Source: an optimization exercise on an open RTL-to-GDS flow (aim: small area). Production flows keep margins and buffers that such runs may drop.
Where RTL was checked, it was by simulation tests only, not by an equivalence proof against the original.
The RTL of run 2 was laid out without a check of its function.
Power is estimated from default activity; no workload was simulated.

## flow/design.v (module list and top-level ports; edited modules follow where they fit)
// module v_arbiter: 15 lines
// module v_rux: 21 lines
// module v_fifo: 43 lines
// module v_channel: 240 lines
// module v_engine: 357 lines
// module v_control: 129 lines
// module v_ahb_slave: 71 lines
// module v_ahb_master: 317 lines
// module v_top: 243 lines
module v_top #(
  parameter CHANNEL_NUM    = 8,
  parameter REQUEST_LINE   = 16,
  parameter CHANNEL_DEPTH  = 4,
  parameter AHB_ADDR_SIZE  = 32,
  parameter AHB_DATA_SIZE  = 32) 
(
  input  logic                     hclk,
  input  logic                     hresetn,
  input  logic                     cg_te,
  output logic                     m_hsel_o,
  output logic [AHB_ADDR_SIZE-1:0] m_haddr_o,
  output logic [AHB_DATA_SIZE-1:0] m_hwdata_o,
  input  logic [AHB_DATA_SIZE-1:0] m_hrdata_i,
  output logic                     m_hwrite_o,
  output logic               [2:0] m_hsize_o,
  output logic               [2:0] m_hburst_o,
  output logic               [3:0] m_hprot_o,
  output logic               [1:0] m_htrans_o,
  output logic                     m_hmastlock_o,
  input  logic                     m_hready_i, 
  input  logic                     m_hresp_i,
  input  logic                     s_hsel_i,
  input  logic [AHB_ADDR_SIZE-1:0] s_haddr_i,
  input  logic [AHB_DATA_SIZE-1:0] s_hwdata_i,
  output logic [AHB_DATA_SIZE-1:0] s_hrdata_o,
  input  logic                     s_hwrite_i,
  input  logic               [2:0] s_hsize_i,
  input  logic               [2:0] s_hburst_i,
  input  logic               [3:0] s_hprot_i,
  input  logic               [1:0] s_htrans_i,
  input  logic                     s_hmastlock_i ,
  output logic                     s_hreadyout_o, 
  input  logic                     s_hready_i, 
  output logic                     s_hresp_o,
  output logic                     grq_o,
  output logic                     erq_o, 
  output logic   [CHANNEL_NUM-1:0] irq_o,  
  input  logic  [REQUEST_LINE-1:0] rreq_i,
  input  logic  [REQUEST_LINE-1:0] wreq_i,
  output logic  [REQUEST_LINE-1:0] rack_o,
  output logic  [REQUEST_LINE-1:0] wack_o,
  output logic                     ready);
  // ...
==> flow/run.sh <==
#!/bin/bash
# synth_recipe.tcl (not shown) runs the flow's synth.tcl, then flattens the netlist and writes it again
# the make line also repeats each setting of config.mk as NAME=value (left out here)
make -C /OpenROAD-flow-scripts/flow DESIGN_CONFIG=/design/flow/config.mk WORK_HOME=/design/flow/orfs CLKGATE_MAP_FILE= SYNTH_SCRIPT=/design/flow/synth_recipe.tcl finish
==> flow/config.mk <==
export PLATFORM = sky130hd
export DESIGN_NAME = v_top
export DESIGN_NICKNAME = v_top
export VERILOG_FILES = /design/flow/design.v
export SDC_FILE = /design/flow/constraint.sdc
export NUM_CORES = 8
export LEC_CHECK = 0
export CAP_MARGIN = 20
export CORE_MARGIN = 2
export CORE_UTILIZATION = 40
export SLEW_MARGIN = 20
==> flow/constraint.sdc <==
create_clock -name core_clock -period 12.0 [get_ports {hclk}]
set_input_delay 2.4000 -clock core_clock [delete_from_list [all_inputs] [get_ports {hclk}]]
set_output_delay 2.4000 -clock core_clock [all_outputs]
set_load 0.01 [all_outputs]
==> impl_metrics.json, run 1 <==
{
  "outcome": "no timing/DRC/antenna violations",
  "synth_top_area_share_pct": 36.2,
  "period_needed_ps": 10590,
  "fin_util_pct": 45.4,
  "regMostFlops": "v_engine.channels.v_channel.byte_fifos.byte_fifo.memory",
  "post-dp-hpwl_um": 450000,
  "n_tap_cell": 5663,
  "cts_buffers": 371,
  "multi_input_area_share_pct": 36.3,
  "vias_per_cell": 6.24,
  "p_sw_share_pct": 36.6,
  "path_delay_family": "simple AND/OR/NAND/NOR gates",
  "setup_violations": 0,
  "routed-wl-met3_um": 76700,
  "required_ps": 12880,
  "design_area_um2": 193000,
  "powerDensity_nw_per_um2": 210,
  "netlist_area_um2": 171000,
  "drt_iter0_markers": 18500,
  "synthXorXnorAreaFrac_pct": 3.07,
  "die_h_um": 657,
  "async_reset_ff_share_pct": 40.0,
  "n_sequential_cell": 3432,
  "antenna_found_initial": 49,
  "placed_area_um2": 180000,
  "dr.pass1.iters": 9,
  "die_w_um": 657,
  "fin_cells": 21000,
  "finClkSkew_ps": 64.2,
  "synth_area_leaders": "edfxtp_1, dfrtp_1, mux2_2",
  "reg2reg_depth": 24,
  "final_common_cell": "edfxtp_1",
  "clock_area_share_pct": 6.36,
  "synthAdderAreaFrac_pct": 4.20,
  "maxCapViolCount": 0,
  "pre_cts_ws_ps": 1620,
  "combinationalPowerShare_pct": 30.9,
  "synthCells": 14900,
  "critPathBufInv": 4,
  "htreeDepth": 5,
  "cts_resized": 0,
  "buf_share_pct": 2.65,
  "ctsHoldBuffers": 0
}
==> module v_rux, before the edit <==
module v_rux #(
  parameter CHANNEL_NUM = 8,
  parameter REQUEST_WIDTH = 16)
(
  input  logic [CHANNEL_NUM-1:0][$clog2(REQUEST_WIDTH)-1:0] rmux_i,
  input  logic [CHANNEL_NUM-1:0][$clog2(REQUEST_WIDTH)-1:0] wmux_i,
  input  logic [REQUEST_WIDTH-1:0] rreq_i,
  input  logic [REQUEST_WIDTH-1:0] wreq_i,
  output logic [REQUEST_WIDTH-1:0] wack_o,
  output logic [CHANNEL_NUM-1:0] ch_rreq_o,
  output logic [CHANNEL_NUM-1:0] ch_wreq_o, 
  input  logic [CHANNEL_NUM-1:0] ch_wack_i); 
  always_comb begin
    wack_o = '0;
    for (int i=0; i<CHANNEL_NUM; i++) begin
      ch_rreq_o[i] = rreq_i[rmux_i[i]];
      ch_wreq_o[i] = wreq_i[wmux_i[i]];
      if (ch_wack_i[i]) wack_o[wmux_i[i]] = 1'b1;
    end
  end
endmodule
==> module v_fifo, before the edit <==
module v_fifo (
  input  logic       clk,
  input  logic       areset,
  input  logic [7:0] data_i,
  input  logic       read_i,
  input  logic       write_i,
  output logic [7:0] data_o,
  output logic       valid_o);
  logic [7:0] memory [4];
  logic [1:0] read_ptr, write_ptr;
  logic full, empty, wrapped;
  logic do_write, do_read;
  assign do_write = write_i & ~full;
  assign do_read  = read_i & ~empty;
  always @(posedge clk or negedge areset)
    if (~areset) begin
      read_ptr <= '0;
      write_ptr <= '0;
      full <= '0;
      empty <= '1;
      wrapped <= '0;
    end
    else begin
      if (do_write) begin
        write_ptr <= write_ptr + 2'd1;
        full <= (2'(write_ptr + 2'd1) == read_ptr);
        empty <= '0;
        if (write_ptr == 2'd3) wrapped <= '1;
      end
      if (do_read) begin
        read_ptr <= read_ptr + 2'd1;
        empty <= (2'(read_ptr + 2'd1) == write_ptr);
        full <= '0;
      end
    end
  genvar i;
  generate for (i=0; i<4; i++) begin : mem
    always @(posedge clk)
      if (do_write & write_ptr == i) memory[i] <= data_i;
  end endgenerate
  assign valid_o = wrapped | ~empty;
  assign data_o = memory[read_ptr];
endmodule
==> module v_channel, before the edit <==
module v_channel (
  input  logic        clk,
  input  logic        areset,
  input  logic        ch_enable_i,
  input  logic        ch_rd_mode_i, 
  input  logic        ch_wr_mode_i,
  input  logic        ch_rd_incr_i,  
  input  logic        ch_wr_incr_i,
  input  logic  [1:0] ch_rd_size_i,  
  input  logic  [1:0] ch_wr_size_i, 
  input  logic  [2:0] ch_rd_bsize_i,  
  input  logic  [2:0] ch_wr_bsize_i,  
  input  logic        ch_rack_en_i,  
  input  logic        ch_wack_en_i,
  input  logic [31:0] ch_data_len_i, 
  input  logic [31:0] ch_rd_addr_i,   
  input  logic [31:0] ch_wr_addr_i,
  input  logic        sel_i,
  input  logic        i_last_i,
  input  logic        i_last_write_i,
  input  logic        i_next_i,
  input  logic        i_resp_i,
  input  logic [31:0] g_rd_addr_next_i,
  input  logic [31:0] g_wr_addr_next_i,
  input  logic [32:0] g_l_next_i,
  input  logic        g_l_last_i,
  input  logic  [7:0] g_r_next_i,
  input  logic  [7:0] g_w_next_i,
  input  logic        g_w_done_i,
  input  logic        g_r_full_i,
  input  logic        g_wb_ge_rb_i,
  input  logic  [1:0] g_fr_next_i,
  input  logic  [1:0] g_fw_next_i,
  output logic        rush_read_o,
  output logic        rush_write_o,
  output logic [31:0] i_rd_addr_o,
  output logic [31:0] i_wr_addr_o, 
  output logic  [4:0] i_lenght_o,
  output logic  [1:0] i_size_o,
  output logic        i_incr_o,   
  output logic        i_mode_o,
  output logic  [7:0] r_count_o,
  output logic  [7:0] w_count_o,
  output logic [32:0] l_count_o,
  input  logic        i_read_i,
  input  logic        i_write_i,
  input  logic  [3:0] g_rd_lanes_i,
  input  logic  [3:0] g_wr_lanes_i,
  input  logic [31:0] g_wr_data_i,
  output logic  [1:0] f_r_count_o,
  output logic  [1:0] f_w_count_o,
  output logic [31:0] f_data_o,
  output logic  [3:0] f_valid_o,
  output logic        ch_bus_error_o, 
  output logic        ch_interrupt_o,  
  input  logic        ch_rreq_i,
  input  logic        ch_wreq_i,
  output logic        rack_state_o,
  output logic        wack_state_o,
  output logic        ready);
  typedef enum logic [3:0] {
    IDLE,
    READ,
    WRITE,
    WAIT_ACK_READ,
    WAIT_LAST_READ,
    WAIT_ACK_WRITE,
    WAIT_LAST_WRITE,
    LAST,
    BUS_ERROR} fsm_state;
  fsm_state state;
  logic  [7:0] r_count, w_count;
  logic [32:0] l_m;
  logic  [4:0] rb_len, wb_len;
  logic  [7:0] wb;
  logic        next, last;
  assign next = i_next_i & sel_i;
  assign last = i_last_i & sel_i;
  assign rb_len = 5'(8'd1 << ch_rd_bsize_i);
  assign wb_len = 5'(8'd1 << ch_wr_bsize_i);
  assign wb = 8'd1 << ch_wr_bsize_i;
  assign r_count_o = r_count;
  assign w_count_o = w_count;
  assign l_count_o = l_m;
  assign rush_read_o = state == READ;
  assign rush_write_o = state == WRITE;
  always @(posedge clk or negedge areset)
    if (~areset) begin
      state <= IDLE;
      i_rd_addr_o <= '0;
      i_wr_addr_o <= '0;
      i_lenght_o <= '0;
      i_size_o <= '0;
      i_mode_o <= '0; 
      i_incr_o <= '0;
      r_count <= '0; 
      w_count <= '0;
      l_m <= '1;
      ch_bus_error_o <= '0;
      ch_interrupt_o <= '0;
    end
    else case (state)
      IDLE: begin 
        if (ch_enable_i) begin 
          state <= READ;
          i_rd_addr_o <= ch_rd_addr_i;
          i_wr_addr_o <= ch_wr_addr_i;
          i_incr_o <= ch_rd_incr_i;
          i_mode_o <= '0;
          i_size_o <= ch_rd_size_i; 
          i_lenght_o <= rb_len;
        end 
      end
      READ: begin
        if (i_resp_i) state <= BUS_ERROR;
        else if (next) begin
          r_count <= g_r_next_i;
          if (ch_rd_incr_i) i_rd_addr_o <= g_rd_addr_next_i;
          if (~g_wb_ge_rb_i | g_r_full_i) begin
            if (ch_rack_en_i & ~ch_rd_mode_i) 
              state <= WAIT_LAST_READ;
            else state <= WRITE;
            i_incr_o <= ch_wr_incr_i;
            i_mode_o <= '1;
            i_size_o <= ch_wr_size_i;
            i_lenght_o <= wb_len;
          end
          else if (ch_rack_en_i & ~ch_rd_mode_i)
            state <= WAIT_LAST_READ;
        end   
      end    
      WAIT_LAST_READ: begin
        if (i_resp_i) state <= BUS_ERROR;
        if (last) state <= WAIT_ACK_READ;
      end
      WAIT_ACK_READ: begin
        if (next) state <= BUS_ERROR;
        if (~ch_rreq_i) begin
          if (ch_wr_bsize_i >= ch_rd_bsize_i && {1'b0, r_count} < {1'b0, wb})
            state <= READ;
          else
            state <= WRITE;
        end 
      end
      WRITE: begin
        if (i_resp_i) state <= BUS_ERROR;
        else if (next) begin
          if (g_l_last_i) 
            state <= LAST;
          else begin
            if (ch_wr_incr_i) i_wr_addr_o <= g_wr_addr_next_i;
            i_mode_o <= '1;
            i_size_o <= ch_wr_size_i;
            i_incr_o <= ch_wr_incr_i;
            w_count <= g_w_next_i;
            l_m <= g_l_next_i;
            i_lenght_o <= wb_len;
            if (ch_wack_en_i & ~ch_wr_mode_i) begin
              state <= WAIT_LAST_WRITE;
              i_mode_o <= '0;
            end
            else if (g_w_done_i) begin
              state <= READ;
              r_count <= '0;
              w_count <= '0;
              i_mode_o <= '0;
              i_size_o <= ch_rd_size_i;
              i_incr_o <= ch_rd_incr_i; 
              i_lenght_o <= rb_len;
            end 
          end
        end
      end
      WAIT_LAST_WRITE: begin
        if (i_resp_i) state <= BUS_ERROR;
        if (i_last_write_i) state <= WAIT_ACK_WRITE;
      end
      WAIT_ACK_WRITE: begin
        if (i_resp_i) state <= BUS_ERROR;
        if (~ch_wreq_i) begin       
          if (l_m == {1'b0, ch_data_len_i})
            state <= LAST;
          else if (w_count >= r_count) begin
            state <= READ;
            r_count <= '0;
            w_count <= '0;
            i_mode_o <= '0;
            i_size_o <= ch_rd_size_i;
            i_incr_o <= ch_rd_incr_i; 
            i_lenght_o <= rb_len;
          end
          else begin
            state <= WRITE;
            i_mode_o <= '1;
          end
        end
      end
      LAST: begin
        if (i_resp_i) state <= BUS_ERROR;
        if (i_last_write_i) begin
          ch_interrupt_o <= '1;
          state <= IDLE;
        end
      end 
      BUS_ERROR: begin
        ch_bus_error_o <= '1;
        state <= IDLE;
      end  
      default: ;
    endcase
  assign rack_state_o = state == WAIT_LAST_READ;
  assign wack_state_o = state == WAIT_LAST_WRITE | state == LAST;
  assign ready = state == IDLE;
  logic [1:0] f_r_count, f_w_count;
  logic rd, wr;
  assign rd = i_read_i & sel_i;
  assign wr = i_write_i & sel_i;
  assign f_r_count_o = f_r_count;
  assign f_w_count_o = f_w_count;
  always @(posedge clk or negedge areset)
    if (~areset) begin
      f_r_count <= '0;
      f_w_count <= '0;
    end
    else begin
      if (rd) f_r_count <= g_fr_next_i;
      if (wr) f_w_count <= g_fw_next_i;
    end 
  genvar i;
  generate for (i=0; i<4; i++) begin : byte_fifos
    v_fifo byte_fifo (
      .clk(clk),
      .areset(areset),
      .data_i(g_wr_data_i[8*i+:8]),
      .read_i(rd & g_rd_lanes_i[i]),
      .write_i(wr & g_wr_lanes_i[i]),
      .data_o(f_data_o[8*i+:8]),
      .valid_o(f_valid_o[i]));
  end endgenerate
endmodule
==> module v_engine, before the edit <==
module v_engine #(
  parameter CHANNEL_NUM  = 8,
  parameter REQUEST_LINE = 16,
  parameter BUFFER_SIZE  = 4)
(
  input  logic clk,
  input  logic areset,
  input  logic cg_te,
  input  logic [CHANNEL_NUM-1:0]       ch_enable_i, 
  input  logic [CHANNEL_NUM-1:0] [1:0] ch_prior_i,
  input  logic [CHANNEL_NUM-1:0]       ch_rd_mode_i, 
  input  logic [CHANNEL_NUM-1:0]       ch_wr_mode_i,
  input  logic [CHANNEL_NUM-1:0]       ch_rd_incr_i,  
  input  logic [CHANNEL_NUM-1:0]       ch_wr_incr_i,
  input  logic [CHANNEL_NUM-1:0] [1:0] ch_rd_size_i,  
  input  logic [CHANNEL_NUM-1:0] [1:0] ch_wr_size_i, 
  input  logic [CHANNEL_NUM-1:0] [2:0] ch_rd_bsize_i,  
  input  logic [CHANNEL_NUM-1:0] [2:0] ch_wr_bsize_i, 
  input  logic [CHANNEL_NUM-1:0]
      [$clog2(REQUEST_LINE)-1:0]       ch_rreq_sel_i, 
  input  logic [CHANNEL_NUM-1:0]
      [$clog2(REQUEST_LINE)-1:0]       ch_wreq_sel_i,
  input  logic [CHANNEL_NUM-1:0]       ch_rack_en_i,  
  input  logic [CHANNEL_NUM-1:0]       ch_wack_en_i,
  input  logic [CHANNEL_NUM-1:0][31:0] ch_data_len_i, 
  input  logic [CHANNEL_NUM-1:0][31:0] ch_rd_addr_i,   
  input  logic [CHANNEL_NUM-1:0][31:0] ch_wr_addr_i,
  output logic [CHANNEL_NUM-1:0]       ch_ready_o,
  output logic [CHANNEL_NUM-1:0]       ch_bus_error_o, 
  output logic                         grq_o,
  output logic [CHANNEL_NUM-1:0]       irq_o,  
  input  logic [REQUEST_LINE-1:0]      rreq_i,
  input  logic [REQUEST_LINE-1:0]      wreq_i,
  output logic [REQUEST_LINE-1:0]      rack_o,
  output logic [REQUEST_LINE-1:0]      wack_o,   
  input  logic                         i_next_i,
  input  logic                         i_last_i,
  input  logic                         i_last_write_i,
  input  logic                         i_resp_i,  
  output logic                         i_valid_o,  
  output logic                  [31:0] i_rd_addr_o,
  output logic                  [31:0] i_wr_addr_o, 
  output logic [$clog2(4*BUFFER_SIZE):0] i_lenght_o,
  output logic                   [1:0] i_size_o,
  output logic                         i_incr_o,
  output logic                         i_mode_o,
  input  logic                         i_ready_i,
  input  logic                         i_hready_i,
  output logic                  [31:0] i_rd_data_o, 
  input  logic                  [31:0] i_wr_data_i,
  input  logic                   [1:0] i_buf_size_i,
  input  logic                   [1:0] i_buf_offset_i,
  input  logic                         i_read_i,
  input  logic                         i_write_i,
  output logic                         race,
  output logic                         ready);
  localparam CW = $clog2(CHANNEL_NUM);
  logic [CHANNEL_NUM-1:0]      rreq;
  logic [CHANNEL_NUM-1:0]      wreq;
  logic [CHANNEL_NUM-1:0]      rack_state;
  logic [CHANNEL_NUM-1:0]      wack_state;
  logic [CHANNEL_NUM-1:0][31:0] i_rd_addr;
  logic [CHANNEL_NUM-1:0][31:0] i_wr_addr; 
  logic [CHANNEL_NUM-1:0][4:0]  i_lenght;
  logic [CHANNEL_NUM-1:0] [1:0] i_size;
  logic [CHANNEL_NUM-1:0]       i_incr;
  logic [CHANNEL_NUM-1:0]       i_mode;
  logic [CHANNEL_NUM-1:0] [7:0] r_count;
  logic [CHANNEL_NUM-1:0] [7:0] w_count;
  logic [CHANNEL_NUM-1:0][32:0] l_count;
  logic [CHANNEL_NUM-1:0] [1:0] f_r_count;
  logic [CHANNEL_NUM-1:0] [1:0] f_w_count;
  logic [CHANNEL_NUM-1:0][31:0] f_data;
  logic [CHANNEL_NUM-1:0] [3:0] f_valid;
  logic [CHANNEL_NUM-1:0]       rush_read;
  logic [CHANNEL_NUM-1:0]       rush_write;
  logic [CHANNEL_NUM-1:0]       read_request;
  logic [CHANNEL_NUM-1:0]       write_request;
  logic [CW-1:0] read_channel;
  logic [CW-1:0] write_channel;
  logic [CW-1:0] channel_select;
  logic [CW-1:0] channel_select_next;
  logic [CW-1:0] channel_select_last;
  logic [CW-1:0] channel_select_last_write;
  logic [CHANNEL_NUM-1:0] sel;
  logic race_i;
  logic channel_init;
  logic read_ready_from_arbiter;
  logic write_ready_from_arbiter; 
  typedef enum logic [1:0] {
    IDLE,
    WAIT_REQUEST,
    HANDLING_REQUEST} fsm_state;
  fsm_state state;
  assign channel_select = 
    write_ready_from_arbiter ? 
    write_channel : read_channel;
  always @(posedge clk) if (|ch_enable_i) begin
    if (channel_init) channel_select_next <= channel_select;
    if (channel_init) channel_select_last <= channel_select;
    if (channel_init) channel_select_last_write <= channel_select;
    if (race)
      if (i_last_i | i_valid_o) channel_select_next <= channel_select;
    if (i_next_i) channel_select_last <= channel_select_next;
    if (i_last_write_i) channel_select_last_write <= channel_select_next;
  end
  assign race = race_i & (state != IDLE); 
  assign race_i = write_ready_from_arbiter | read_ready_from_arbiter;
  always @(posedge clk or negedge areset)
    if (~areset) begin
      state <= IDLE;
      channel_init <= '0;
      i_valid_o <= '0;
      grq_o <= '0;
    end 
    else case (state)
      IDLE: begin
        grq_o <= '0;
        if (|ch_enable_i) begin
          state <=  WAIT_REQUEST;
          channel_init <= '1;
        end
      end
      WAIT_REQUEST: begin
        channel_init <= '0;
        if (|ch_enable_i) begin
          if (race_i & i_ready_i) begin
            channel_init <= '0;
            i_valid_o <= '1;
            state <= HANDLING_REQUEST;
          end
        end else begin
          grq_o <= '1;
          state <= IDLE;
        end 
      end
      HANDLING_REQUEST: begin
        i_valid_o <= '0;
        if (|ch_enable_i) begin 
          if (i_hready_i) begin  
            if (i_resp_i) state <= IDLE;
            else if (~race_i)
              state <=  WAIT_REQUEST;
          end  
        end 
        else if (i_ready_i) begin
          grq_o <= '1;
          state <= IDLE;
        end 
      end
      default: ;
    endcase
  always_comb
    for (int i=0; i<CHANNEL_NUM; i++) sel[i] = channel_select_next == i;
  logic [31:0] g_rd_addr, g_wr_addr, g_len;
  logic [32:0] g_l;
  logic  [7:0] g_r, g_w;
  logic  [2:0] g_rbs, g_wbs;
  logic  [1:0] g_fr, g_fw;
  logic [31:0] g_fdata;
  logic  [3:0] g_fvalid;
  always_comb begin
    g_rd_addr = '0; g_wr_addr = '0; g_len = '0; g_l = '0; g_r = '0; g_w = '0;
    g_rbs = '0; g_wbs = '0; g_fr = '0; g_fw = '0; g_fdata = '0; g_fvalid = '0;
    for (int i=0; i<CHANNEL_NUM; i++) if (sel[i]) begin
      g_rd_addr = g_rd_addr | i_rd_addr[i];
      g_wr_addr = g_wr_addr | i_wr_addr[i];
      g_len     = g_len     | ch_data_len_i[i];
      g_l       = g_l       | l_count[i];
      g_r       = g_r       | r_count[i];
      g_w       = g_w       | w_count[i];
      g_rbs     = g_rbs     | ch_rd_bsize_i[i];
      g_wbs     = g_wbs     | ch_wr_bsize_i[i];
      g_fr      = g_fr      | f_r_count[i];
      g_fw      = g_fw      | f_w_count[i];
      g_fdata   = g_fdata   | f_data[i];
      g_fvalid  = g_fvalid  | f_valid[i];
    end
  end
  logic  [7:0] g_rb, g_wb;
  logic [31:0] g_rd_addr_next, g_wr_addr_next;
  logic [32:0] g_l_next;
  logic        g_l_last;
  logic  [7:0] g_r_next, g_w_next;
  logic        g_w_done, g_r_full, g_wb_ge_rb;
  assign g_rb = 8'd1 << g_rbs;
  assign g_wb = 8'd1 << g_wbs;
  assign g_rd_addr_next = g_rd_addr + 32'(g_rb);
  assign g_wr_addr_next = g_wr_addr + 32'(g_wb);
  assign g_l_next = g_l + 33'(g_wb);
  assign g_l_last = g_l_next == {1'b0, g_len};
  assign g_r_next = g_r + g_rb;
  assign g_w_next = g_w + g_wb;
  assign g_wb_ge_rb = g_wbs >= g_rbs;
  assign g_r_full = {1'b0, g_r} >= {1'b0, g_wb} - {1'b0, g_rb};
  assign g_w_done = ({1'b0, g_r} >= {1'b0, g_wb}) ? ({1'b0, g_w} + {1'b0, g_wb} >= {1'b0, g_r})
                                                  : (g_w >= g_r);
  logic [3:0] lane_mask;
  logic [1:0] lane_step;
  logic [1:0] w_rot, r_rot;
  logic [3:0] g_rd_lanes, g_wr_lanes;
  logic [3:0][7:0] g_wr_data, wr_bytes;
  logic [1:0] g_fr_next, g_fw_next;
  always_comb
    case (i_buf_size_i)
      2'd0:    begin lane_mask = 4'b0001; lane_step = 2'd1; end
      2'd1:    begin lane_mask = 4'b0011; lane_step = 2'd2; end
      2'd2:    begin lane_mask = 4'b1111; lane_step = 2'd0; end
      default: begin lane_mask = 4'b0000; lane_step = 2'd0; end
    endcase
  assign wr_bytes = i_wr_data_i;
  assign w_rot = 2'(i_buf_offset_i - g_fw);
  assign r_rot = 2'(g_fr - i_buf_offset_i);
  assign g_fr_next = 2'(g_fr + lane_step);
  assign g_fw_next = 2'(g_fw + lane_step);
  always_comb
    for (int j=0; j<4; j++) begin
      g_wr_lanes[j] = lane_mask[2'(j - g_fw)];
      g_rd_lanes[j] = lane_mask[2'(j - g_fr)];
      g_wr_data[j] = wr_bytes[2'(j + w_rot)];
    end
  logic [31:0] d_data;
  logic [CW-1:0] d_owner;
  logic d_valid;
  always @(posedge clk or negedge areset)
    if (~areset) begin
      d_valid <= '0;
    end
    else if (i_read_i) begin
      d_valid <= ch_enable_i[channel_select_next];
    end
    else if (~ch_enable_i[d_owner]) begin
      d_valid <= '0;
    end
  always @(posedge clk)
    if (i_read_i) begin
      d_owner <= channel_select_next;
      for (int j=0; j<4; j++)
        d_data[8*j+:8] <= (lane_mask[2'(j - i_buf_offset_i)] & g_fvalid[2'(j + r_rot)]) ?
                          g_fdata[8*(2'(j + r_rot))+:8] : 8'd0;
    end
  assign i_rd_data_o = (d_valid & ch_enable_i[d_owner] & d_owner == channel_select_last) ?
                       d_data : '0;
  genvar i;
  generate for (i=0; i<CHANNEL_NUM; i++) begin : channels
    v_channel v_channel (
      .clk(clk),
      .areset(areset & ch_enable_i[i]),
      .ch_enable_i(ch_enable_i[i]),
      .ch_rd_mode_i(ch_rd_mode_i[i]), 
      .ch_wr_mode_i(ch_wr_mode_i[i]),
      .ch_rd_incr_i(ch_rd_incr_i[i]),  
      .ch_wr_incr_i(ch_wr_incr_i[i]),
      .ch_rd_size_i(ch_rd_size_i[i]),  
      .ch_wr_size_i(ch_wr_size_i[i]),  
      .ch_rd_bsize_i(ch_rd_bsize_i[i]),  
      .ch_wr_bsize_i(ch_wr_bsize_i[i]), 
      .ch_rack_en_i(ch_rack_en_i[i]),  
      .ch_wack_en_i(ch_wack_en_i[i]),
      .ch_data_len_i(ch_data_len_i[i]), 
      .ch_rd_addr_i(ch_rd_addr_i[i]),   
      .ch_wr_addr_i(ch_wr_addr_i[i]),
      .sel_i(sel[i]),
      .i_last_i(i_last_i),
      .i_last_write_i(i_last_write_i),
      .i_next_i(i_next_i),
      .i_resp_i(i_resp_i & i==channel_select_last),
      .g_rd_addr_next_i(g_rd_addr_next),
      .g_wr_addr_next_i(g_wr_addr_next),
      .g_l_next_i(g_l_next),
      .g_l_last_i(g_l_last),
      .g_r_next_i(g_r_next),
      .g_w_next_i(g_w_next),
      .g_w_done_i(g_w_done),
      .g_r_full_i(g_r_full),
      .g_wb_ge_rb_i(g_wb_ge_rb),
      .g_fr_next_i(g_fr_next),
      .g_fw_next_i(g_fw_next),
      .rush_read_o(rush_read[i]),
      .rush_write_o(rush_write[i]),
      .i_rd_addr_o(i_rd_addr[i]),
      .i_wr_addr_o(i_wr_addr[i]), 
      .i_lenght_o(i_lenght[i]),
      .i_size_o(i_size[i]),
      .i_incr_o(i_incr[i]),
      .i_mode_o(i_mode[i]),
      .r_count_o(r_count[i]),
      .w_count_o(w_count[i]),
      .l_count_o(l_count[i]),
      .i_read_i(i_read_i),
      .i_write_i(i_write_i),
      .g_rd_lanes_i(g_rd_lanes),
      .g_wr_lanes_i(g_wr_lanes),
      .g_wr_data_i(g_wr_data),
      .f_r_count_o(f_r_count[i]),
      .f_w_count_o(f_w_count[i]),
      .f_data_o(f_data[i]),
      .f_valid_o(f_valid[i]),
      .ch_bus_error_o(ch_bus_error_o[i]),
      .ch_interrupt_o(irq_o[i]),
      .ch_rreq_i(rreq[i]),
      .ch_wreq_i(wreq[i]),
      .rack_state_o(rack_state[i]),
      .wack_state_o(wack_state[i]),
      .ready(ch_ready_o[i]));
  end endgenerate
  assign i_rd_addr_o = i_rd_addr[channel_select];
  assign i_wr_addr_o = i_wr_addr[channel_select];
  assign i_lenght_o = i_lenght[channel_select];
  assign i_size_o = i_size[channel_select];
  assign i_incr_o = i_incr[channel_select];
  assign i_mode_o = i_mode[channel_select];
  v_arbiter #(CHANNEL_NUM)
  read_arbiter (
    .r_i(read_request & ch_enable_i),
    .p_i(ch_prior_i), 
    .c_o(read_channel),
    .ready(read_ready_from_arbiter));
  v_arbiter #(CHANNEL_NUM)
  write_arbiter (
    .r_i(write_request & ch_enable_i),
    .p_i(ch_prior_i),
    .c_o(write_channel),
    .ready(write_ready_from_arbiter));
  v_rux #(CHANNEL_NUM, REQUEST_LINE)
  v_rux (
    .rmux_i(ch_rreq_sel_i),
    .wmux_i(ch_wreq_sel_i),
    .rreq_i(rreq_i),
    .wreq_i(wreq_i),
    .wack_o(wack_o),
    .ch_rreq_o(rreq),
    .ch_wreq_o(wreq), 
    .ch_wack_i(wack_state & {CHANNEL_NUM{i_last_write_i}})); 
  logic [$clog2(REQUEST_LINE)-1:0] g_rsel;
  always_comb begin
    g_rsel = '0;
    for (int i=0; i<CHANNEL_NUM; i++) if (sel[i]) g_rsel = g_rsel | ch_rreq_sel_i[i];
  end
  always_comb begin
    rack_o = '0;
    if (i_last_i & |(rack_state & sel)) rack_o[g_rsel] = 1'b1;
  end
  logic [CHANNEL_NUM-1:0] req_mask;
  always_comb begin
    read_request = '0;
    write_request = '0; 
    req_mask = '0;
    for (int i=0; i<CHANNEL_NUM; i++) begin
      req_mask[i] = i_last_i & sel[i];  
      read_request[i] = rreq[i] & rush_read[i] & ~req_mask[i]; 
      write_request[i] = wreq[i] & rush_write[i] & ~req_mask[i]; 
      if (ch_rd_mode_i[i]) read_request[i] = rush_read[i] & ~req_mask[i];
      if (ch_wr_mode_i[i]) write_request[i] = rush_write[i] & ~req_mask[i];
  end end
  assign ready = state == IDLE;
endmodule
==> module v_ahb_master, before the edit <==
module v_ahb_master #(
  parameter AHB_ADDR_SIZE  = 32,
  parameter AHB_DATA_SIZE  = 32,
  parameter BUFFER_SIZE = 4) 
(
  input  logic                     hclk,
  input  logic                     hresetn,
  output logic                     m_hsel_o,
  output logic [AHB_ADDR_SIZE-1:0] m_haddr_o,
  output logic [AHB_DATA_SIZE-1:0] m_hwdata_o,
  input  logic [AHB_DATA_SIZE-1:0] m_hrdata_i,
  output logic                     m_hwrite_o,
  output logic               [2:0] m_hsize_o,
  output logic               [2:0] m_hburst_o,
  output logic               [3:0] m_hprot_o,
  output logic               [1:0] m_htrans_o,
  output logic                     m_hmastlock_o ,
  input  logic                     m_hready_i, 
  input  logic                     m_hresp_i,
  output logic                     i_last_o,
  output logic                     i_last_write_o,
  output logic                     i_next_o,
  input  logic                     i_valid_i,   
  input  logic              [31:0] i_rd_addr_i,
  input  logic              [31:0] i_wr_addr_i, 
  input  logic [$clog2(4*BUFFER_SIZE):0] i_lenght_i,
  input  logic               [1:0] i_size_i,
  input  logic                     i_incr_i,
  input  logic                     i_mode_i,
  input  logic              [31:0] i_rd_data_i, 
  output logic              [31:0] i_wr_data_o,
  output logic               [1:0] i_buf_size_o,
  output logic               [1:0] i_buf_offset_o,
  output logic                     i_read_o,
  output logic                     i_write_o,
  input  logic                     channel_enable, 
  input  logic                     race,
  output logic                     ready);
  assign m_hprot_o = '0;
  assign m_hburst_o = '0;
  assign m_hmastlock_o = '0;
  logic write_last_f, i_last_write;
  assign i_last_write_o = write_last_f | i_last_write; 
  typedef enum {
    IDLE,
    READ_INIT,
    READ_NEXT,
    WRITE_INIT,
    WRITE_NEXT, 
    WAIT_LAST} fsm_state;
  fsm_state state;
  logic       t_incr_s;
  logic [$clog2(4*BUFFER_SIZE):0] t_count;
  logic [$clog2(4*BUFFER_SIZE):0] t_lenght_s;
  logic m_hsel_a;
  always_comb begin
    i_next_o = '0;
    if (m_hready_i) begin
      if (state == READ_INIT) i_next_o = '1;
      if (state == WRITE_INIT) i_next_o = '1;
    end
  end
  always @(posedge hclk or negedge hresetn)
    if (~hresetn) begin
      state <= IDLE;
      m_haddr_o <= '0;
      m_hsel_a <= '0;
      m_htrans_o <= AHB_IDLE;
      m_hsize_o <= '0;
      m_hwrite_o <= '0;
      t_count <= '0;
      t_incr_s <= '0;
      t_lenght_s <= '0; 
      write_last_f <= '0;
    end
    else case (state)
      IDLE: begin
        if (m_hresp_i) begin
          state <= IDLE;
          m_haddr_o <= '0;
          m_hsel_a <= '0;
          m_htrans_o <= AHB_IDLE;
          m_hsize_o <= '0;
          m_hwrite_o <= '0;
          write_last_f <= '0;
        end 
        else begin
          if (i_valid_i & channel_enable) begin 
            if (i_mode_i) begin
              state <= WRITE_INIT;
              m_htrans_o <= AHB_NONSEQ;
              m_hsel_a <= '1;
              m_hwrite_o <= '1;
              m_haddr_o <= i_wr_addr_i;
              m_hsize_o <= i_size_i; 
              t_count <= '0;
              t_incr_s <= i_incr_i;
              t_lenght_s <= i_lenght_i; 
            end
            else begin
              state <= READ_INIT;  
              m_htrans_o <= AHB_NONSEQ;
              m_hsel_a <= '1;
              m_haddr_o <= i_rd_addr_i;
              m_hsize_o <= i_size_i; 
              t_count <= '0;
              t_incr_s <= i_incr_i;
              t_lenght_s <= i_lenght_i; 
            end  
          end
        end
      end
      READ_INIT: begin
        write_last_f <= '0;
        if (m_hresp_i) begin
          state <= IDLE;
          m_haddr_o <= '0;
          m_hsel_a <= '0;
          m_htrans_o <= AHB_IDLE;
          m_hsize_o <= '0;
          m_hwrite_o <= '0;
        end 
        else if (m_hready_i) begin
          state <= READ_NEXT;
          if (t_lenght_s>2**m_hsize_o)
            m_haddr_o <= t_incr_s? m_haddr_o+2**m_hsize_o: m_haddr_o;
          if (t_lenght_s == 2**m_hsize_o) m_hsel_a <= '0;
        end
      end 
      READ_NEXT: begin
        if (m_hresp_i) begin
          state <= IDLE;
          m_haddr_o <= '0;
          m_hsel_a <= '0;
          m_htrans_o <= AHB_IDLE;
          m_hsize_o <= '0;
          m_hwrite_o <= '0;
        end 
        else if (m_hready_i) begin
          if (t_count < t_lenght_s-2**m_hsize_o) begin    
            t_count <= t_count+2**m_hsize_o; 
            if (t_count < t_lenght_s-2*2**m_hsize_o) begin   
              m_haddr_o <= t_incr_s ? t_count < t_lenght_s-2*2**m_hsize_o ? 
              m_haddr_o+2**m_hsize_o: m_haddr_o : m_haddr_o;
            end 
            else begin
              m_hsel_a<='0;
              m_htrans_o<=AHB_IDLE; 
            end
          end
          else begin
            m_hsel_a<='0;
            m_htrans_o<=AHB_IDLE;  
            if (race) begin
              if (i_mode_i) begin
                state <= WRITE_INIT;
                m_htrans_o <= AHB_NONSEQ;
                m_hsel_a <= '1;
                m_hwrite_o <= '1;
                m_haddr_o <= i_wr_addr_i;
                m_hsize_o <= i_size_i; 
                t_count <= '0;
                t_incr_s <= i_incr_i;
                t_lenght_s <= i_lenght_i; 
              end
              else begin
                state <= READ_INIT;
                m_htrans_o <= AHB_NONSEQ;
                m_hsel_a <= '1;
                m_haddr_o <= i_rd_addr_i;
                m_hsize_o <= i_size_i; 
                t_count <= '0;
                t_incr_s <= i_incr_i;
                t_lenght_s <= i_lenght_i; 
              end
            end else state <= IDLE;
          end        
        end
      end
      WRITE_INIT: begin
        write_last_f <= '0;
        if (m_hresp_i) begin
          state <= IDLE;
          m_haddr_o <= '0;
          m_hsel_a <= '0;
          m_htrans_o <= AHB_IDLE;
          m_hsize_o <= '0;
          m_hwrite_o <= '0;
        end 
        else 
          if (m_hready_i) begin
            state <= WRITE_NEXT;
            if (t_lenght_s>2**m_hsize_o) begin
              m_haddr_o <= t_incr_s? 
              m_haddr_o+2**m_hsize_o: m_haddr_o;
              t_count <= t_count+2**m_hsize_o;
            end 
            if (t_lenght_s == 2**m_hsize_o) begin
              m_hsel_a <= '0;
              m_hwrite_o <= '0;
            end  
          end
      end
      WRITE_NEXT: begin
        if (m_hresp_i) begin
          state <= IDLE;
          m_haddr_o <= '0;
          m_hsel_a <= '0;
          m_htrans_o <= AHB_IDLE;
          m_hsize_o <= '0;
          m_hwrite_o <= '0;
        end 
        else if (m_hready_i) begin
          if (t_count < t_lenght_s-2**m_hsize_o) begin    
            t_count <= t_count+2**m_hsize_o; 
            m_haddr_o <= t_incr_s ? 
            m_haddr_o+2**m_hsize_o : m_haddr_o;
          end
          else begin
            m_hsel_a<='0;
            m_hwrite_o<='0;
            m_htrans_o<=AHB_IDLE;  
            if (race) begin
              if (i_mode_i) begin
                write_last_f <= '1;
                state <= WRITE_INIT;
                m_htrans_o <= AHB_NONSEQ;
                m_hsel_a <= '1;
                m_hwrite_o <= '1;
                m_haddr_o <= i_wr_addr_i;
                m_hsize_o <= i_size_i; 
                t_count <= '0;
                t_incr_s <= i_incr_i;
                t_lenght_s <= i_lenght_i; 
              end
              else begin
                write_last_f <= '1;
                state <= READ_INIT;  
                m_htrans_o <= AHB_NONSEQ;
                m_hsel_a <= '1;
                m_haddr_o <= i_rd_addr_i;
                m_hsize_o <= i_size_i; 
                t_count <= '0;
                t_incr_s <= i_incr_i;
                t_lenght_s <= i_lenght_i; 
              end
            end
            else state <= WAIT_LAST;
          end
        end
      end
      WAIT_LAST: begin
        if (m_hready_i) state <= IDLE;
      end
    endcase
  assign m_hsel_o = channel_enable ? m_hsel_a : '0;
  logic [1:0] i_buf_size_s;
  logic [1:0] i_buf_offset_s;
  always @(posedge hclk)
    if (m_hsel_a & m_hready_i)
      i_buf_offset_s <= m_haddr_o;
  assign i_buf_size_o = m_hsize_o;
  always @(posedge hclk or negedge hresetn)
    if (~hresetn) i_buf_size_s <= '0;
    else if (m_hsel_a & m_hwrite_o & m_hready_i) i_buf_size_s <= i_buf_size_o;
  assign i_buf_offset_o = i_write_o ? i_buf_offset_s : m_haddr_o;
  always_comb begin
    i_wr_data_o = '0;
    i_write_o = '0;
    i_read_o = '0;
    i_last_o = '0;
    i_last_write = '0;
    m_hwdata_o = '0;
    if (state == READ_NEXT & m_hready_i) begin
      i_write_o = '1;
      if (t_count == t_lenght_s-2**m_hsize_o) 
        i_last_o = '1;
      case (m_hsize_o) 
        0: case (i_buf_offset_s[1:0])
             0: i_wr_data_o[7:0] = m_hrdata_i[7:0]; 
             1: i_wr_data_o[15:8] = m_hrdata_i[15:8];
             2: i_wr_data_o[23:16] = m_hrdata_i[23:16];
             3: i_wr_data_o[31:24] = m_hrdata_i[31:24];
           endcase
        1: case (i_buf_offset_s[1])
             0: i_wr_data_o[15:0] = m_hrdata_i[15:0]; 
             1: i_wr_data_o[31:16] = m_hrdata_i[31:16];
           endcase
        2: i_wr_data_o = m_hrdata_i;
      endcase
    end
    if ((state == WRITE_NEXT | state == WRITE_INIT) 
        & m_hready_i & m_hsel_a) i_read_o = '1;
    if (state == WRITE_NEXT & m_hready_i) begin
      if (t_count == t_lenght_s-2**m_hsize_o) 
        i_last_o = '1;
    end
    if (state == WAIT_LAST & m_hready_i) begin
      if (t_count == t_lenght_s-2**m_hsize_o) 
        i_last_write = '1;
    end
    case (i_buf_size_s) 
      0: case (i_buf_offset_s[1:0])
           0: m_hwdata_o[7:0] = i_rd_data_i[7:0]; 
           1: m_hwdata_o[15:8] = i_rd_data_i[15:8];
           2: m_hwdata_o[23:16] = i_rd_data_i[23:16];
           3: m_hwdata_o[31:24] = i_rd_data_i[31:24];
         endcase
      1: case (i_buf_offset_s[1])
           0: m_hwdata_o[15:0] = i_rd_data_i[15:0];
           1: m_hwdata_o[31:16] = i_rd_data_i[31:16];
         endcase
      2: m_hwdata_o = i_rd_data_i;
    endcase
  end
  assign ready = state == IDLE;
endmodule
==> inputs of run 2 (changes only) <==
--- a/flow/design.v
+++ b/flow/design.v
@@ -62,12 +62,18 @@
   output logic [CHANNEL_NUM-1:0] ch_wreq_o, 
   input  logic [CHANNEL_NUM-1:0] ch_wack_i); 
-  always_comb begin
-    wack_o = '0;
-    for (int i=0; i<CHANNEL_NUM; i++) begin
-      ch_rreq_o[i] = rreq_i[rmux_i[i]];
-      ch_wreq_o[i] = wreq_i[wmux_i[i]];
-      if (ch_wack_i[i]) wack_o[wmux_i[i]] = 1'b1;
-    end
-  end
+  genvar i, j;
+  generate 
+    for (i=0; i <CHANNEL_NUM; i++) begin: ireq_gen
+      assign ch_rreq_o[i] = rreq_i[rmux_i[i]];
+      assign ch_wreq_o[i] = wreq_i[wmux_i[i]];
+    end 
+    for (j=0; j<REQUEST_WIDTH; j++) begin: oack_gen
+      logic [CHANNEL_NUM-1:0] hit;
+      for (i=0; i <CHANNEL_NUM; i++) begin: ch_gen
+        assign hit[i] = ch_wack_i[i] & (wmux_i[i] == j);
+      end
+      assign wack_o[j] = |hit;
+    end 
+  endgenerate
 endmodule
 module v_fifo (
@@ -77,9 +83,14 @@
   input  logic       read_i,
   input  logic       write_i,
+  input  logic       sel_i,
   output logic [7:0] data_o,
   output logic       valid_o);
   logic [7:0] memory [4];
   logic [1:0] read_ptr, write_ptr;
-  logic full, empty, wrapped;
+  logic last_write, wrapped;
+  logic same, full, empty;
+  assign same  = read_ptr == write_ptr;
+  assign full  = same & last_write;
+  assign empty = same & ~last_write;
   logic do_write, do_read;
   assign do_write = write_i & ~full;
@@ -89,19 +100,16 @@
       read_ptr <= '0;
       write_ptr <= '0;
-      full <= '0;
-      empty <= '1;
+      last_write <= '0;
       wrapped <= '0;
     end
     else begin
       if (do_write) begin
-        write_ptr <= write_ptr + 2'd1;
-        full <= (2'(write_ptr + 2'd1) == read_ptr);
-        empty <= '0;
-        if (write_ptr == 2'd3) wrapped <= '1;
+        write_ptr <= {write_ptr[0], ~write_ptr[1]};
+        last_write <= '1;
+        if (write_ptr == 2'b10) wrapped <= '1;
       end
       if (do_read) begin
-        read_ptr <= read_ptr + 2'd1;
-        empty <= (2'(read_ptr + 2'd1) == write_ptr);
-        full <= '0;
+        read_ptr <= {read_ptr[0], ~read_ptr[1]};
+        last_write <= '0;
       end
     end
@@ -112,5 +120,9 @@
   end endgenerate
   assign valid_o = wrapped | ~empty;
-  assign data_o = memory[read_ptr];
+  always_comb begin
+    data_o = '0;
+    for (int e=0; e<4; e++)
+      if (sel_i & read_ptr == e) data_o = data_o | memory[e];
+  end
 endmodule
 module v_channel (
@@ -136,10 +148,9 @@
   input  logic        i_next_i,
   input  logic        i_resp_i,
-  input  logic [31:0] g_rd_addr_next_i,
-  input  logic [31:0] g_wr_addr_next_i,
+  input  logic [31:0] g_addr_next_i,
   input  logic [32:0] g_l_next_i,
   input  logic        g_l_last_i,
-  input  logic  [7:0] g_r_next_i,
-  input  logic  [7:0] g_w_next_i,
+  input  logic  [8:0] g_d_next_i,
+  input  logic        g_r_ge_wb_next_i,
   input  logic        g_w_done_i,
   input  logic        g_r_full_i,
@@ -151,10 +162,10 @@
   output logic [31:0] i_rd_addr_o,
   output logic [31:0] i_wr_addr_o, 
-  output logic  [4:0] i_lenght_o,
+  output logic  [2:0] i_bsize_o,
   output logic  [1:0] i_size_o,
   output logic        i_incr_o,   
   output logic        i_mode_o,
-  output logic  [7:0] r_count_o,
-  output logic  [7:0] w_count_o,
+  output logic  [8:0] d_count_o,
+  output logic        r_ge_wb_o,
   output logic [32:0] l_count_o,
   input  logic        i_read_i,
@@ -173,4 +184,5 @@
   output logic        rack_state_o,
   output logic        wack_state_o,
+  output logic        loaded_o,
   output logic        ready);
   typedef enum logic [3:0] {
@@ -185,17 +197,18 @@
     BUS_ERROR} fsm_state;
   fsm_state state;
-  logic  [7:0] r_count, w_count;
+  logic  [8:0] d_count;
+  logic        r_ge_wb;
   logic [32:0] l_m;
-  logic  [4:0] rb_len, wb_len;
   logic  [7:0] wb;
-  logic        next, last;
+  logic        next, last, fresh, start;
   assign next = i_next_i & sel_i;
   assign last = i_last_i & sel_i;
-  assign rb_len = 5'(8'd1 << ch_rd_bsize_i);
-  assign wb_len = 5'(8'd1 << ch_wr_bsize_i);
+  assign fresh = ~ch_interrupt_o & ~ch_bus_error_o;
+  assign start = state == IDLE & ch_enable_i;
   assign wb = 8'd1 << ch_wr_bsize_i;
-  assign r_count_o = r_count;
-  assign w_count_o = w_count;
+  assign d_count_o = d_count;
+  assign r_ge_wb_o = r_ge_wb;
   assign l_count_o = l_m;
+  assign loaded_o = state != IDLE | ~fresh;
   assign rush_read_o = state == READ;
   assign rush_write_o = state == WRITE;
@@ -203,41 +216,17 @@
     if (~areset) begin
       state <= IDLE;
-      i_rd_addr_o <= '0;
-      i_wr_addr_o <= '0;
-      i_lenght_o <= '0;
-      i_size_o <= '0;
-      i_mode_o <= '0; 
-      i_incr_o <= '0;
-      r_count <= '0; 
-      w_count <= '0;
-      l_m <= '1;
       ch_bus_error_o <= '0;
       ch_interrupt_o <= '0;
     end
     else case (state)
-      IDLE: begin 
-        if (ch_enable_i) begin 
-          state <= READ;
-          i_rd_addr_o <= ch_rd_addr_i;
-          i_wr_addr_o <= ch_wr_addr_i;
-          i_incr_o <= ch_rd_incr_i;
-          i_mode_o <= '0;
-          i_size_o <= ch_rd_size_i; 
-          i_lenght_o <= rb_len;
-        end 
-      end
+      IDLE: 
+        if (ch_enable_i) state <= READ;
       READ: begin
         if (i_resp_i) state <= BUS_ERROR;
         else if (next) begin
-          r_count <= g_r_next_i;
-          if (ch_rd_incr_i) i_rd_addr_o <= g_rd_addr_next_i;
           if (~g_wb_ge_rb_i | g_r_full_i) begin
             if (ch_rack_en_i & ~ch_rd_mode_i) 
               state <= WAIT_LAST_READ;
             else state <= WRITE;
-            i_incr_o <= ch_wr_incr_i;
-            i_mode_o <= '1;
-            i_size_o <= ch_wr_size_i;
-            i_lenght_o <= wb_len;
           end
           else if (ch_rack_en_i & ~ch_rd_mode_i)
@@ -252,5 +241,5 @@
         if (next) state <= BUS_ERROR;
         if (~ch_rreq_i) begin
-          if (ch_wr_bsize_i >= ch_rd_bsize_i && {1'b0, r_count} < {1'b0, wb})
+          if (ch_wr_bsize_i >= ch_rd_bsize_i && ~r_ge_wb)
             state <= READ;
           else
@@ -263,26 +252,8 @@
           if (g_l_last_i) 
             state <= LAST;
-          else begin
-            if (ch_wr_incr_i) i_wr_addr_o <= g_wr_addr_next_i;
-            i_mode_o <= '1;
-            i_size_o <= ch_wr_size_i;
-            i_incr_o <= ch_wr_incr_i;
-            w_count <= g_w_next_i;
-            l_m <= g_l_next_i;
-            i_lenght_o <= wb_len;
-            if (ch_wack_en_i & ~ch_wr_mode_i) begin
-              state <= WAIT_LAST_WRITE;
-              i_mode_o <= '0;
-            end
-            else if (g_w_done_i) begin
-              state <= READ;
-              r_count <= '0;
-              w_count <= '0;
-              i_mode_o <= '0;
-              i_size_o <= ch_rd_size_i;
-              i_incr_o <= ch_rd_incr_i; 
-              i_lenght_o <= rb_len;
-            end 
-          end
+          else if (ch_wack_en_i & ~ch_wr_mode_i)
+            state <= WAIT_LAST_WRITE;
+          else if (g_w_done_i)
+            state <= READ;
         end
       end
@@ -296,17 +267,8 @@
           if (l_m == {1'b0, ch_data_len_i})
             state <= LAST;
-          else if (w_count >= r_count) begin
+          else if (w_ge_r)
             state <= READ;
-            r_count <= '0;
-            w_count <= '0;
-            i_mode_o <= '0;
-            i_size_o <= ch_rd_size_i;
-            i_incr_o <= ch_rd_incr_i; 
-            i_lenght_o <= rb_len;
-          end
-          else begin
+          else
             state <= WRITE;
-            i_mode_o <= '1;
-          end
         end
       end
@@ -324,4 +286,48 @@
       default: ;
     endcase
+  logic rd_next, wr_next, wr_last, to_read_w, to_read_a, ack_w, to_write_r;
+  logic w_ge_r;
+  assign w_ge_r = d_count[8] | d_count == '0;
+  assign rd_next   = state == READ & ~i_resp_i & next;
+  assign wr_next   = state == WRITE & ~i_resp_i & next;
+  assign wr_last   = wr_next & g_l_last_i;
+  assign to_read_w = wr_next & ~g_l_last_i & ~(ch_wack_en_i & ~ch_wr_mode_i) & g_w_done_i;
+  assign ack_w     = state == WAIT_ACK_WRITE & ~ch_wreq_i & l_m != {1'b0, ch_data_len_i};
+  assign to_read_a = ack_w & w_ge_r;
+  assign to_write_r = rd_next & (~g_wb_ge_rb_i | g_r_full_i);
+  always @(posedge clk) begin
+    if (start) begin
+      i_rd_addr_o <= ch_rd_addr_i;
+      i_wr_addr_o <= ch_wr_addr_i;
+    end
+    if (rd_next & ch_rd_incr_i) i_rd_addr_o <= g_addr_next_i;
+    if (wr_next & ~g_l_last_i & ch_wr_incr_i) i_wr_addr_o <= g_addr_next_i;
+    if (start) l_m <= '1;
+    if (wr_next & ~g_l_last_i) l_m <= g_l_next_i;
+    if (rd_next) begin
+      d_count <= g_d_next_i;
+      r_ge_wb <= g_r_ge_wb_next_i;
+    end
+    if (wr_next & ~g_l_last_i) d_count <= g_d_next_i;
+    if (start | to_read_w | to_read_a) begin
+      d_count <= '0;
+      r_ge_wb <= '0;
+    end
+    if (start | to_read_w | to_read_a) begin
+      i_incr_o <= ch_rd_incr_i;
+      i_size_o <= ch_rd_size_i; 
+      i_bsize_o <= ch_rd_bsize_i;
+    end
+    if (to_write_r | (wr_next & ~g_l_last_i & ~to_read_w)) begin
+      i_incr_o <= ch_wr_incr_i;
+      i_size_o <= ch_wr_size_i;
+      i_bsize_o <= ch_wr_bsize_i;
+    end
+    if (start | to_read_w | to_read_a | (wr_next & ~g_l_last_i & ch_wack_en_i & ~ch_wr_mode_i))
+      i_mode_o <= '0;
+    if (to_write_r | (wr_next & ~g_l_last_i & ~(ch_wack_en_i & ~ch_wr_mode_i) & ~g_w_done_i) |
+        (ack_w & ~w_ge_r))
+      i_mode_o <= '1;
+  end
   assign rack_state_o = state == WAIT_LAST_READ;
   assign wack_state_o = state == WAIT_LAST_WRITE | state == LAST;
@@ -350,4 +356,5 @@
       .read_i(rd & g_rd_lanes_i[i]),
       .write_i(wr & g_wr_lanes_i[i]),
+      .sel_i(sel_i),
       .data_o(f_data_o[8*i+:8]),
       .valid_o(f_valid_o[i]));
@@ -417,10 +424,11 @@
   logic [CHANNEL_NUM-1:0][31:0] i_rd_addr;
   logic [CHANNEL_NUM-1:0][31:0] i_wr_addr; 
-  logic [CHANNEL_NUM-1:0][4:0]  i_lenght;
+  logic [CHANNEL_NUM-1:0][2:0]  i_bsize;
+  logic [CHANNEL_NUM-1:0]       loaded;
   logic [CHANNEL_NUM-1:0] [1:0] i_size;
   logic [CHANNEL_NUM-1:0]       i_incr;
   logic [CHANNEL_NUM-1:0]       i_mode;
-  logic [CHANNEL_NUM-1:0] [7:0] r_count;
-  logic [CHANNEL_NUM-1:0] [7:0] w_count;
+  logic [CHANNEL_NUM-1:0] [8:0] d_count;
+  logic [CHANNEL_NUM-1:0]       r_ge_wb;
   logic [CHANNEL_NUM-1:0][32:0] l_count;
   logic [CHANNEL_NUM-1:0] [1:0] f_r_count;
@@ -508,7 +516,8 @@
   always_comb
     for (int i=0; i<CHANNEL_NUM; i++) sel[i] = channel_select_next == i;
-  logic [31:0] g_rd_addr, g_wr_addr, g_len;
+  logic [31:0] g_addr, g_len;
   logic [32:0] g_l;
-  logic  [7:0] g_r, g_w;
+  logic  [8:0] g_d;
+  logic        g_read, g_rge;
   logic  [2:0] g_rbs, g_wbs;
   logic  [1:0] g_fr, g_fw;
@@ -516,39 +525,38 @@
   logic  [3:0] g_fvalid;
   always_comb begin
-    g_rd_addr = '0; g_wr_addr = '0; g_len = '0; g_l = '0; g_r = '0; g_w = '0;
+    g_addr = '0; g_len = '0; g_l = '0; g_d = '0; g_read = '0; g_rge = '0;
     g_rbs = '0; g_wbs = '0; g_fr = '0; g_fw = '0; g_fdata = '0; g_fvalid = '0;
+    for (int i=0; i<CHANNEL_NUM; i++) g_fdata = g_fdata | f_data[i];
     for (int i=0; i<CHANNEL_NUM; i++) if (sel[i]) begin
-      g_rd_addr = g_rd_addr | i_rd_addr[i];
-      g_wr_addr = g_wr_addr | i_wr_addr[i];
+      g_addr    = g_addr    | (rush_read[i] ? i_rd_addr[i] : i_wr_addr[i]);
+      g_read    = g_read    | rush_read[i];
       g_len     = g_len     | ch_data_len_i[i];
       g_l       = g_l       | l_count[i];
-      g_r       = g_r       | r_count[i];
-      g_w       = g_w       | w_count[i];
+      g_d       = g_d       | d_count[i];
+      g_rge     = g_rge     | r_ge_wb[i];
       g_rbs     = g_rbs     | ch_rd_bsize_i[i];
       g_wbs     = g_wbs     | ch_wr_bsize_i[i];
       g_fr      = g_fr      | f_r_count[i];
       g_fw      = g_fw      | f_w_count[i];
-      g_fdata   = g_fdata   | f_data[i];
       g_fvalid  = g_fvalid  | f_valid[i];
     end
   end
   logic  [7:0] g_rb, g_wb;
-  logic [31:0] g_rd_addr_next, g_wr_addr_next;
+  logic [31:0] g_addr_next;
   logic [32:0] g_l_next;
   logic        g_l_last;
-  logic  [7:0] g_r_next, g_w_next;
-  logic        g_w_done, g_r_full, g_wb_ge_rb;
+  logic  [8:0] g_d_next, g_r_next;
+  logic        g_w_done, g_r_full, g_wb_ge_rb, g_rge_next;
   assign g_rb = 8'd1 << g_rbs;
   assign g_wb = 8'd1 << g_wbs;
-  assign g_rd_addr_next = g_rd_addr + 32'(g_rb);
-  assign g_wr_addr_next = g_wr_addr + 32'(g_wb);
+  assign g_addr_next = g_addr + 32'(g_read ? g_rb : g_wb);
   assign g_l_next = g_l + 33'(g_wb);
   assign g_l_last = g_l_next == {1'b0, g_len};
-  assign g_r_next = g_r + g_rb;
-  assign g_w_next = g_w + g_wb;
+  assign g_r_next = g_d + {1'b0, g_rb};
+  assign g_d_next = g_read ? g_r_next : g_d - {1'b0, g_wb};
+  assign g_rge_next = g_r_next >= {1'b0, g_wb};
   assign g_wb_ge_rb = g_wbs >= g_rbs;
-  assign g_r_full = {1'b0, g_r} >= {1'b0, g_wb} - {1'b0, g_rb};
-  assign g_w_done = ({1'b0, g_r} >= {1'b0, g_wb}) ? ({1'b0, g_w} + {1'b0, g_wb} >= {1'b0, g_r})
-                                                  : (g_w >= g_r);
+  assign g_r_full = g_d >= {1'b0, g_wb} - {1'b0, g_rb};
+  assign g_w_done = g_rge ? ($signed(g_d) <= $signed({1'b0, g_wb})) : ($signed(g_d) <= 0);
   logic [3:0] lane_mask;
   logic [1:0] lane_step;
@@ -575,4 +583,12 @@
       g_wr_data[j] = wr_bytes[2'(j + w_rot)];
     end
+  logic [3:0] hw_mask;
+  always_comb
+    case (i_buf_size_i)
+      2'd0:    hw_mask = 4'b0001 << i_buf_offset_i;
+      2'd1:    hw_mask = i_buf_offset_i[1] ? 4'b1100 : 4'b0011;
+      2'd2:    hw_mask = 4'b1111;
+      default: hw_mask = 4'b0000;
+    endcase
   logic [31:0] d_data;
   logic [CW-1:0] d_owner;
@@ -592,5 +608,5 @@
       d_owner <= channel_select_next;
       for (int j=0; j<4; j++)
-        d_data[8*j+:8] <= (lane_mask[2'(j - i_buf_offset_i)] & g_fvalid[2'(j + r_rot)]) ?
+        d_data[8*j+:8] <= (lane_mask[2'(j - i_buf_offset_i)] & hw_mask[j] & g_fvalid[2'(j + r_rot)]) ?
                           g_fdata[8*(2'(j + r_rot))+:8] : 8'd0;
     end
@@ -621,10 +637,9 @@
       .i_next_i(i_next_i),
       .i_resp_i(i_resp_i & i==channel_select_last),
-      .g_rd_addr_next_i(g_rd_addr_next),
-      .g_wr_addr_next_i(g_wr_addr_next),
+      .g_addr_next_i(g_addr_next),
       .g_l_next_i(g_l_next),
       .g_l_last_i(g_l_last),
-      .g_r_next_i(g_r_next),
-      .g_w_next_i(g_w_next),
+      .g_d_next_i(g_d_next),
+      .g_r_ge_wb_next_i(g_rge_next),
       .g_w_done_i(g_w_done),
       .g_r_full_i(g_r_full),
@@ -636,10 +651,10 @@
       .i_rd_addr_o(i_rd_addr[i]),
       .i_wr_addr_o(i_wr_addr[i]), 
-      .i_lenght_o(i_lenght[i]),
+      .i_bsize_o(i_bsize[i]),
       .i_size_o(i_size[i]),
       .i_incr_o(i_incr[i]),
       .i_mode_o(i_mode[i]),
-      .r_count_o(r_count[i]),
-      .w_count_o(w_count[i]),
+      .d_count_o(d_count[i]),
+      .r_ge_wb_o(r_ge_wb[i]),
       .l_count_o(l_count[i]),
       .i_read_i(i_read_i),
@@ -658,12 +673,16 @@
       .rack_state_o(rack_state[i]),
       .wack_state_o(wack_state[i]),
+      .loaded_o(loaded[i]),
       .ready(ch_ready_o[i]));
   end endgenerate
-  assign i_rd_addr_o = i_rd_addr[channel_select];
-  assign i_wr_addr_o = i_wr_addr[channel_select];
-  assign i_lenght_o = i_lenght[channel_select];
-  assign i_size_o = i_size[channel_select];
-  assign i_incr_o = i_incr[channel_select];
-  assign i_mode_o = i_mode[channel_select];
+  logic cs_loaded;
+  assign cs_loaded = loaded[channel_select];
+  assign i_rd_addr_o = ~cs_loaded ? '0 :
+                       i_mode[channel_select] ? i_wr_addr[channel_select] : i_rd_addr[channel_select];
+  assign i_wr_addr_o = i_rd_addr_o;
+  assign i_lenght_o = cs_loaded ? 5'(8'd1 << i_bsize[channel_select]) : '0;
+  assign i_size_o = cs_loaded ? i_size[channel_select] : '0;
+  assign i_incr_o = cs_loaded & i_incr[channel_select];
+  assign i_mode_o = cs_loaded & i_mode[channel_select];
   v_arbiter #(CHANNEL_NUM)
   read_arbiter (
@@ -1169,5 +1188,4 @@
     endcase
   assign m_hsel_o = channel_enable ? m_hsel_a : '0;
-  logic [1:0] i_buf_size_s;
   logic [1:0] i_buf_offset_s;
   always @(posedge hclk)
@@ -1175,7 +1193,4 @@
       i_buf_offset_s <= m_haddr_o;
   assign i_buf_size_o = m_hsize_o;
-  always @(posedge hclk or negedge hresetn)
-    if (~hresetn) i_buf_size_s <= '0;
-    else if (m_hsel_a & m_hwrite_o & m_hready_i) i_buf_size_s <= i_buf_size_o;
   assign i_buf_offset_o = i_write_o ? i_buf_offset_s : m_haddr_o;
   always_comb begin
@@ -1214,17 +1229,5 @@
         i_last_write = '1;
     end
-    case (i_buf_size_s) 
-      0: case (i_buf_offset_s[1:0])
-           0: m_hwdata_o[7:0] = i_rd_data_i[7:0]; 
-           1: m_hwdata_o[15:8] = i_rd_data_i[15:8];
-           2: m_hwdata_o[23:16] = i_rd_data_i[23:16];
-           3: m_hwdata_o[31:24] = i_rd_data_i[31:24];
-         endcase
-      1: case (i_buf_offset_s[1])
-           0: m_hwdata_o[15:0] = i_rd_data_i[15:0];
-           1: m_hwdata_o[31:16] = i_rd_data_i[31:16];
-         endcase
-      2: m_hwdata_o = i_rd_data_i;
-    endcase
+    m_hwdata_o = i_rd_data_i;
   end
   assign ready = state == IDLE;
--- a/flow/config.mk
+++ b/flow/config.mk
@@ -9,3 +9,4 @@
 export CORE_MARGIN = 2
 export CORE_UTILIZATION = 40
+export CTS_BUF_LIST = sky130_fd_sc_hd__clkbuf_4
 export SLEW_MARGIN = 20
==> impl_metrics.json, run 2 <==
{
  "path_max_fanout": 28,
  "yosys-top-cells-count": "edfxtp_1, nand2_1, nor2_1",
  "hold_depth": 1,
  "cts_buffers": 863,
  "synth_area_leaders": "edfxtp_1, dfrtp_1, mux2_2",
  "setup_violations": 0,
  "ctsHoldBuffers": 0,
  "cts_setup_buffers": 0,
  "regMostFlops": "v_engine.channels.v_channel.byte_fifos.byte_fifo.memory",
  "postRouteAntennaNets": 0,
  "async_reset_ff_share_pct": 10.9,
  "synth_edf_count": 2884,
  "final_nets": 13200,
  "period_needed_ps": 11180,
  "fin_ws_ps": 820,
  "hold_viol_final": 0,
  "floorplan.initialDensity_pct": 40.2,
  "rr_startpoint": "v_engine.channel_select_next[0]",
  "cp-start-kind": "flop",
  "cts_sinks": 3334,
  "rsz0062_at_grt": "no",
  "cts_max_path_buffers": 4,
  "powerDensity_nw_per_um2": 256,
  "pre_cts_ws_ps": 1990,
  "ios": 305,
  "yosys_warnings": 10,
  "clk_pin_slew_ps": 70,
  "required_ps": 9600,
  "power.leakage_nw": 62.0,
  "final.period_utilization_pct": 93.2,
  "vias_per_cell": 6.39,
  "max_freq_ghz": 0.0894,
  "netlist_area_um2": 155000,
  "rows": 228,
  "post-dp-hpwl_um": 432000,
  "final_max_slew_viol_count": 0,
  "dr.pass1.iters": 6,
  "reg2reg_slack_ps": 1810,
  "finClkSkew_ps": 213,
  "synth_seq_cells": 3334,
  "whs_endpoint": "v_ahb_slave.c_cs_o",
  "maxCapViolCount": 0,
  "largest_reg_flops": 1024,
  "drt_iter0_markers": 18500,
  "final_common_cell": "edfxtp_1",
  "synthCells": 11900,
  "die_w_um": 627,
  "grt_usage_pct": 32.8,
  "grt-ovfl-total": 0,
  "fp.dieArea_um2": 393000,
  "clk_latency_ps": 1790,
  "tightest_slew_ps": 1320,
  "cts_tree": "yes",
  "route.vias.total": 120000,
  "reg2reg_to": "v_engine.channels[5].v_channel.i_wr_addr_o[23]",
  "ir_worst_vdd_uv": 545,
  "crit_arrival_ps": 8780,
  "nFillCells": 34700,
  "place_congestion": 0.991,
  "syn_to_final_growth_pct": 14.7,
  "synth_top_area_share_pct": 55.8,
  "antenna_found_initial": 51,
  "die_h_um": 627,
  "endpoint_kind": "output port",
  "cts_resized": 0,
  "reg2reg_depth": 23,
  "synth_flop_cell": "edfxtp_1",
  "outcome": "no timing/DRC/antenna violations",
  "drc": 0,
  "synth_top_area_cell": "edfxtp_1",
  "htreeDepth": 6
}
-- run 2: cell count changes in the layout (fill, tap and decap cells not counted), moves of 413 or more --
| cell | before | now |
|---|---|---|
| nor2_1 | 1207 | 630 |
| o21ai_0 | 883 | 470 |
| ha_1 | 553 | 126 |
| edfxtp_1 | 2060 | 2884 |
| a21oi_1 | 959 | 245 |
| dfrtp_1 | 1073 | 359 |
| clkbuf_4 | 0 | 1302 |
-- run 2: worst max-delay path by stage --
stage	start	to	slack, ps	depth (start not counted)
5_1_grt	v_ahb_master.m_hsize_o[0]	wack_o[5]	300	20
4_1_cts	v_ahb_master.m_hsize_o[0]	wack_o[5]	810	20
6_report	v_ahb_master.m_hsize_o[1]	wack_o[9]	820	18
3_5_place_dp	m_hready_i	v_ahb_master.m_haddr_o[12]	1990	17
3_3_place_gp	wreq_i[10]	v_ahb_master.m_haddr_o[0]	2090	16
2_1_floorplan	v_engine.channel_select_next[0]	v_engine.channels[6].v_channel.l_m[0]	1870	31
-- run 2: routing by layer --
layer / track usage (%) / wire length (um) / vias to the layer above
met4: 21.1 / 50200 / 28
met3: 9.19 / 81900 / 2190
met2: 50.2 / 292000 / 9446
li1: - / - / 48700
met5: 0 / 188 / -
met1: 40.7 / 239000 / 59700
-- run 2: layout make-up --
cell class | instances | area (um^2) | area share, %
sequential | 3334 | 97400 | 54.8
multi-input combinational | 7774 | 55800 | 31.4
clock buffer | 1302 | 9770 | 5.49
tap | 5175 | 6470 | 3.64
timing repair buffer | 699 | 6000 | 3.37
clock inverter | 242 | 1410 | 0.793
inverter | 224 | 841 | 0.473
antenna | 45 | 113 | 0.0633
-- run 2: where the power goes --
part,switching (mW),total [mW],leakage (nW),internal [mW]
combinational,13.9,19.2,24.8,5.21
sequential,0.656,16.2,30.6,15.6
clock,4.99,10.1,6.64,5.14
-- run 2: critical path, stage by stage, from the launching register on --
cell,delay [ps]
dfrtp_1,530
ha_1,720
clkinv_1,640
ha_1,530
a21oi_1,240
inv_1,70
a21oi_1,150
ha_1,250
ha_1,290
nand2_1,70
nor3_1,630
a41oi_2,200
buf_4,350
nor2_1,720
nand3_1,460
o22ai_1,280
a2111oi_0,110
o21ai_0,170
clkdlybuf4s50_1,600
-- run 2: cell families (layout without fill, tap and decap cells) --
| group | after synthesis | after routing | share of synthesized area (%) |
|---|---|---|---|
| adders and majority gates | 138 | 138 | 1.16 |
| and+or+nand+nor | 3428 | 3428 | 10.7 |
| AOI/OAI and AO/OA | 2442 | 2442 | 10.9 |
| xor gates and xnor gates | 458 | 458 | 2.66 |
| DFF | 3334 | 3334 | 62.8 |
| muxes | 1290 | 1290 | 9.55 |
| buffers and inverters | 834 | 2467 | 2.16 |
| other | 1 | 63 | 0.00242 |
-- run 2: stage by stage --
step                      hold slack, ps  instances  total power, mW  instance area [um^2]  utilization [%]
after floorplan                      424      11900             26.4                155000                -
after global placement               451      17200             34.4                166000             43.1
after detailed placement             450      17200             34.8                166000             43.1
after CTS                            461      18700             44.8                178000             46.0
after global routing                 484      18800             46.9                178000             46.1
final                                465      18800             45.5                178000             46.1

==> what the ideal ports hide <==
In the flow no input, the clock included, has a driving cell. The finished layouts below were timed again as built, in two steps. Step 1 sets driving cells, clkbuf_16 on the clock port and buf_2 on the other inputs (assumed; they add their load-dependent delay and slew). Step 2 also shifts input and output timing later by t, the mid clock arrival at the registers, as if the neighbouring blocks saw the same clock. Slacks: no drivers / after step 1 / after step 2; pairs: no drivers / after step 1.
run	t (ns)	setup WS [ns]
run 1	1.096	1.414 / 1.414 / 0.889
run 2	1.796	0.820 / 0.712 / 1.504
After both steps setup and hold are still met in every run listed.
